Context: an optimization exercise on an open-source flow, tuned for small area and a short achievable clock period. The choices shown serve that exercise and are no tape-out recipe. At most, simulation tests tie the RTL to the original design; equivalence was not proved.

==> flow/design.v (excerpt) <==
module Subsystem
          (clk,
           reset_x,
           clk_enable,
           in1,
           ce_out,
           Out1,
           Out2);
Size: about 2300 cells after synthesis, roughly 74 flip-flops, roughly 40 I/O pins, ~0.015 sq mm of cells after synthesis.
export LEC_CHECK = 0
export ABC_AREA = 1
export CAP_MARGIN = 20
export CORE_MARGIN = 2
export CORE_UTILIZATION = 60
export PLACE_DENSITY = 0.75
export SETUP_SLACK_MARGIN = 5
export SLEW_MARGIN = 20
create_clock -name core_clock -period 15.0 [get_ports {clk}]
run.sh (not shown) runs the stock make flow with config.mk's settings and CLKGATE_MAP_FILE= SYNTH_SCRIPT=/design/flow/synth_recipe.tcl, a recipe that flattens the netlist after the stock synthesis.
Edit:
--- a/flow/config.mk
+++ b/flow/config.mk
@@ -11,2 +11 @@
-export CORE_UTILIZATION = 60
-export PLACE_DENSITY = 0.75
+export CORE_UTILIZATION = 40
Wire length is higher by 3.4%.
Worst setup slack gets worse by 0.012 ns.
Design area rises by 1.3%.
Fmax stays flat.
Die area increases by 49%.
Global-route usage decreases by 9.8 points.
No functional check of the RTL was part of any run of this note.

---

Subsystem, a different RTL version from the one above (not shown whole).
For scale: ~2200 cells after synthesis, about 74 flip-flops, about 15000 sq um of cells after synthesis.
Settings: LEC_CHECK=0, ABC_AREA=1, CAP_MARGIN=50, CORE_MARGIN=2, CORE_UTILIZATION=40, SETUP_SLACK_MARGIN=5, SLEW_MARGIN=70; clock period 15.0 ns.
Change:
CORE_UTILIZATION = 55   (was 40)
The changed run finished with timing, DRC and antenna clean.
Die area falls by about 27%.
Wire length falls by about 4%.
Setup slack improves by 0.066 ns.
Via count came out higher by 1.8%.
Clock-buffer cell count stays the same.
Worst hold slack gets better by 0.055 ns.
Cell count shrinks by 4.7%.
Clock skew hardly moves.

---

== try-lagoon ==
Subsystem, a different RTL version from the one above (not shown whole).
Size: roughly 2300 cells after synthesis, roughly 74 flip-flops, roughly 40 I/O pins.
make LEC_CHECK=0 ABC_AREA=1 CAP_MARGIN=80 CORE_MARGIN=2 CORE_UTILIZATION=40 SETUP_SLACK_MARGIN=5 SLEW_MARGIN=90 finish   # period 15.0 ns
Tool error GRT-0232 stopped try-lagoon during global routing (5_1_grt); no final results.
Input-level comparison between try-zinc and try-lagoon:
# try-lagoon
export LEC_CHECK = 0
export ABC_AREA = 1
export CAP_MARGIN = 80
export CORE_MARGIN = 2
export CORE_UTILIZATION = 40
export SETUP_SLACK_MARGIN = 5
export SLEW_MARGIN = 90
create_clock -name core_clock -period 15.0 [get_ports {clk}]
# try-zinc
export LEC_CHECK = 0
export ABC_AREA = 1
export CAP_MARGIN = 60
export CORE_MARGIN = 2
export CORE_UTILIZATION = 40
export SETUP_SLACK_MARGIN = 5
export SLEW_MARGIN = 80
create_clock -name core_clock -period 15.0 [get_ports {clk}]
--- outcome ---
try-lagoon | ERROR | global routing (5_1_grt). try-zinc finished all stages; the layout is clean. Chip height came out exactly the same in try-zinc and try-lagoon. Against try-lagoon, try-zinc reports a setup fix buffers added after clock tree synthesis that is lower. [compare] base=try-lagoon new=try-zinc: number of distinct standard cells referenced by the synthesized netlist essentially unchanged; sum of net half-perimeters after detailed placement decreased 29%; synthesized area essentially unchanged; standard cell area after detailed placement decreased 36%; fraction of the mapped netlist area in simple logic gates essentially unchanged.
### try-zinc -> try-ember
# try-zinc
export LEC_CHECK = 0
export ABC_AREA = 1
export CAP_MARGIN = 60
export CORE_MARGIN = 2
export CORE_UTILIZATION = 40
export SETUP_SLACK_MARGIN = 5
export SLEW_MARGIN = 80
create_clock -name core_clock -period 15.0 [get_ports {clk}]
# try-ember
export LEC_CHECK = 0
export ABC_AREA = 1
export CAP_MARGIN = 50
export CORE_MARGIN = 2
export CORE_UTILIZATION = 40
export SETUP_SLACK_MARGIN = 5
export SLEW_MARGIN = 70
create_clock -name core_clock -period 15.0 [get_ports {clk}]
Results
- Taking try-zinc as the reference, in try-ember setup slack went down; final cycle utilization of the critical path went up; maximum frequency went down.
Relative to try-ember, the following input files were edited for try-pepper:
# try-ember
export LEC_CHECK = 0
export ABC_AREA = 1
export CAP_MARGIN = 50
export CORE_MARGIN = 2
export CORE_UTILIZATION = 40
export SETUP_SLACK_MARGIN = 5
export SLEW_MARGIN = 70
create_clock -name core_clock -period 15.0 [get_ports {clk}]
# try-pepper
export LEC_CHECK = 0
export ABC_AREA = 1
export CAP_MARGIN = 50
export CORE_MARGIN = 2
export CORE_UTILIZATION = 55
export SETUP_SLACK_MARGIN = 5
export SLEW_MARGIN = 70
create_clock -name core_clock -period 15.0 [get_ports {clk}]
==> summary.txt <==
When try-pepper is set beside try-ember, its total vias in the final route turns out to be about 3% larger. On post-route minimum period, try-ember loses to try-pepper. try-ember → try-pepper: final area went down 1.1%; maximum achievable frequency grew by 0.45 MHz; met1 track demand over resource in global routing went up; count of standard-cell rows went down by about 15%.
For try-fjord, these inputs were changed with respect to try-pepper:
# try-pepper
export LEC_CHECK = 0
export ABC_AREA = 1
export CAP_MARGIN = 50
export CORE_MARGIN = 2
export CORE_UTILIZATION = 55
export SETUP_SLACK_MARGIN = 5
export SLEW_MARGIN = 70
create_clock -name core_clock -period 15.0 [get_ports {clk}]
# try-fjord
export LEC_CHECK = 0
export ABC_AREA = 1
export CAP_MARGIN = 20
export CORE_MARGIN = 2
export CORE_UTILIZATION = 40
export SETUP_SLACK_MARGIN = 5
export SLEW_MARGIN = 20
create_clock -name core_clock -period 15.0 [get_ports {clk}]
Findings:
try-fjord completed end to end with timing, DRC and antenna clean. Of try-fjord and try-pepper, it is try-fjord that has the higher final cycle utilization of the critical path. Cell area after placement sits higher in try-fjord than in try-pepper. Share of the core filled with cells (lower): try-fjord. In try-fjord relative to try-pepper, post-detailed-route wirelength per cell had gone down by a few percent. Compared to try-pepper, the router laid down more metal wire for try-fjord. Diff try-pepper -> try-fjord: clock-cell share of area closely matched the old numbers, relative slew slack decreased by 36 points relative to the old numbers, post-placement cell count increased by 173 relative to the old numbers. Compared with try-pepper, in try-fjord worst hold slack decreased 0.0079 ns; area of all placed cells without fillers essentially unchanged.

---

== run A ==
RTL: one of the versions met above, not the one the previous note started from.
For scale: about 74 flip-flops, ~40 I/O pins, roughly 15000 um2 of cells after synthesis.
==> flow/config.mk <==
export PLATFORM = sky130hd
export DESIGN_NAME = Subsystem
export DESIGN_NICKNAME = Subsystem
export VERILOG_FILES = /design/flow/design.v
export SDC_FILE = /design/flow/constraint.sdc
export NUM_CORES = 4
export LEC_CHECK = 0
export ABC_AREA = 0
export CAP_MARGIN = 50
export CORE_MARGIN = 2
export CORE_UTILIZATION = 55
export SETUP_SLACK_MARGIN = 5
export SLEW_MARGIN = 70
==> flow/constraint.sdc <==
create_clock -name core_clock -period 15.0 [get_ports {clk}]
set_input_delay 3.0000 -clock core_clock [delete_from_list [all_inputs] [get_ports {clk}]]
set_output_delay 3.0000 -clock core_clock [all_outputs]
set_load 0.01 [all_outputs]
## Diff of input files: run B against run A
diff --git a/flow/config.mk b/flow/config.mk
--- a/flow/config.mk
+++ b/flow/config.mk
@@ -7,7 +7,7 @@
 export LEC_CHECK = 0
-export ABC_AREA = 0
-export CAP_MARGIN = 50
+export ABC_AREA = 1
+export CAP_MARGIN = 40
 export CORE_MARGIN = 2
-export CORE_UTILIZATION = 55
+export CORE_UTILIZATION = 50
 export SETUP_SLACK_MARGIN = 5
-export SLEW_MARGIN = 70
+export SLEW_MARGIN = 60
Final wirelength (run B over run A): decrease, about 3%
Looking at synthesized area per cell, run B sits below run A.
Diff run A -> run B | post-layout net count | increase of about 11%
Tapcell count of run B exceeds that of run A by a few percent.
Final area in run B is about 4% below run A.

## afterwards: timing with drivers on the ports
In the flow no input, the clock included, has a driving cell. The finished layouts below were timed again as built, in two steps.
Step 1, drivers: a clkbuf_16 drives clk and a buf_2 each remaining input, both assumed.
Step 2 times the ports against the registers' clock, not the clock port: input delays grow and output delays shrink by t, the midpoint of the rising clock arrivals with the driver on.
Slacks: ideal ports / drivers / drivers and shift; pairs: ideal ports / drivers.
| run | shift t [ns] | setup slack, ns | slew at the worst register clock pin (ns) | worst slew at a driven data input, ns |
|---|---|---|---|---|
| the first run of note 1 | 0.396 | 6.016 / 6.016 / 6.016 | 0.07 / 0.07 | 0.04 |
| the second run of note 1 | 0.416 | 6.004 / 6.005 / 6.005 | 0.07 / 0.07 | 0.03 |
| the first run of note 2 | 0.411 | 6.790 / 6.790 / 6.790 | 0.07 / 0.07 | 0.09 |
| the second run of note 2 | 0.393 | 6.856 / 6.856 / 6.856 | 0.07 / 0.07 | 0.05 |
| try-zinc | 0.402 | 7.131 / 7.131 / 7.131 | 0.07 / 0.07 | 0.04 |
| try-ember | 0.402 | 6.841 / 6.841 / 6.841 | 0.07 / 0.07 | 0.05 |
| try-pepper | 0.402 | 6.871 / 6.871 / 6.871 | 0.09 / 0.09 | 0.06 |
| try-fjord | 0.396 | 6.339 / 6.339 / 6.339 | 0.07 / 0.07 | 0.04 |
| run A | 0.382 | 5.575 / 5.575 / 5.575 | 0.07 / 0.07 | 0.04 |
| run B | 0.383 | 6.721 / 6.721 / 6.721 | 0.07 / 0.07 | 0.03 |
After both steps every run listed still meets setup and hold.
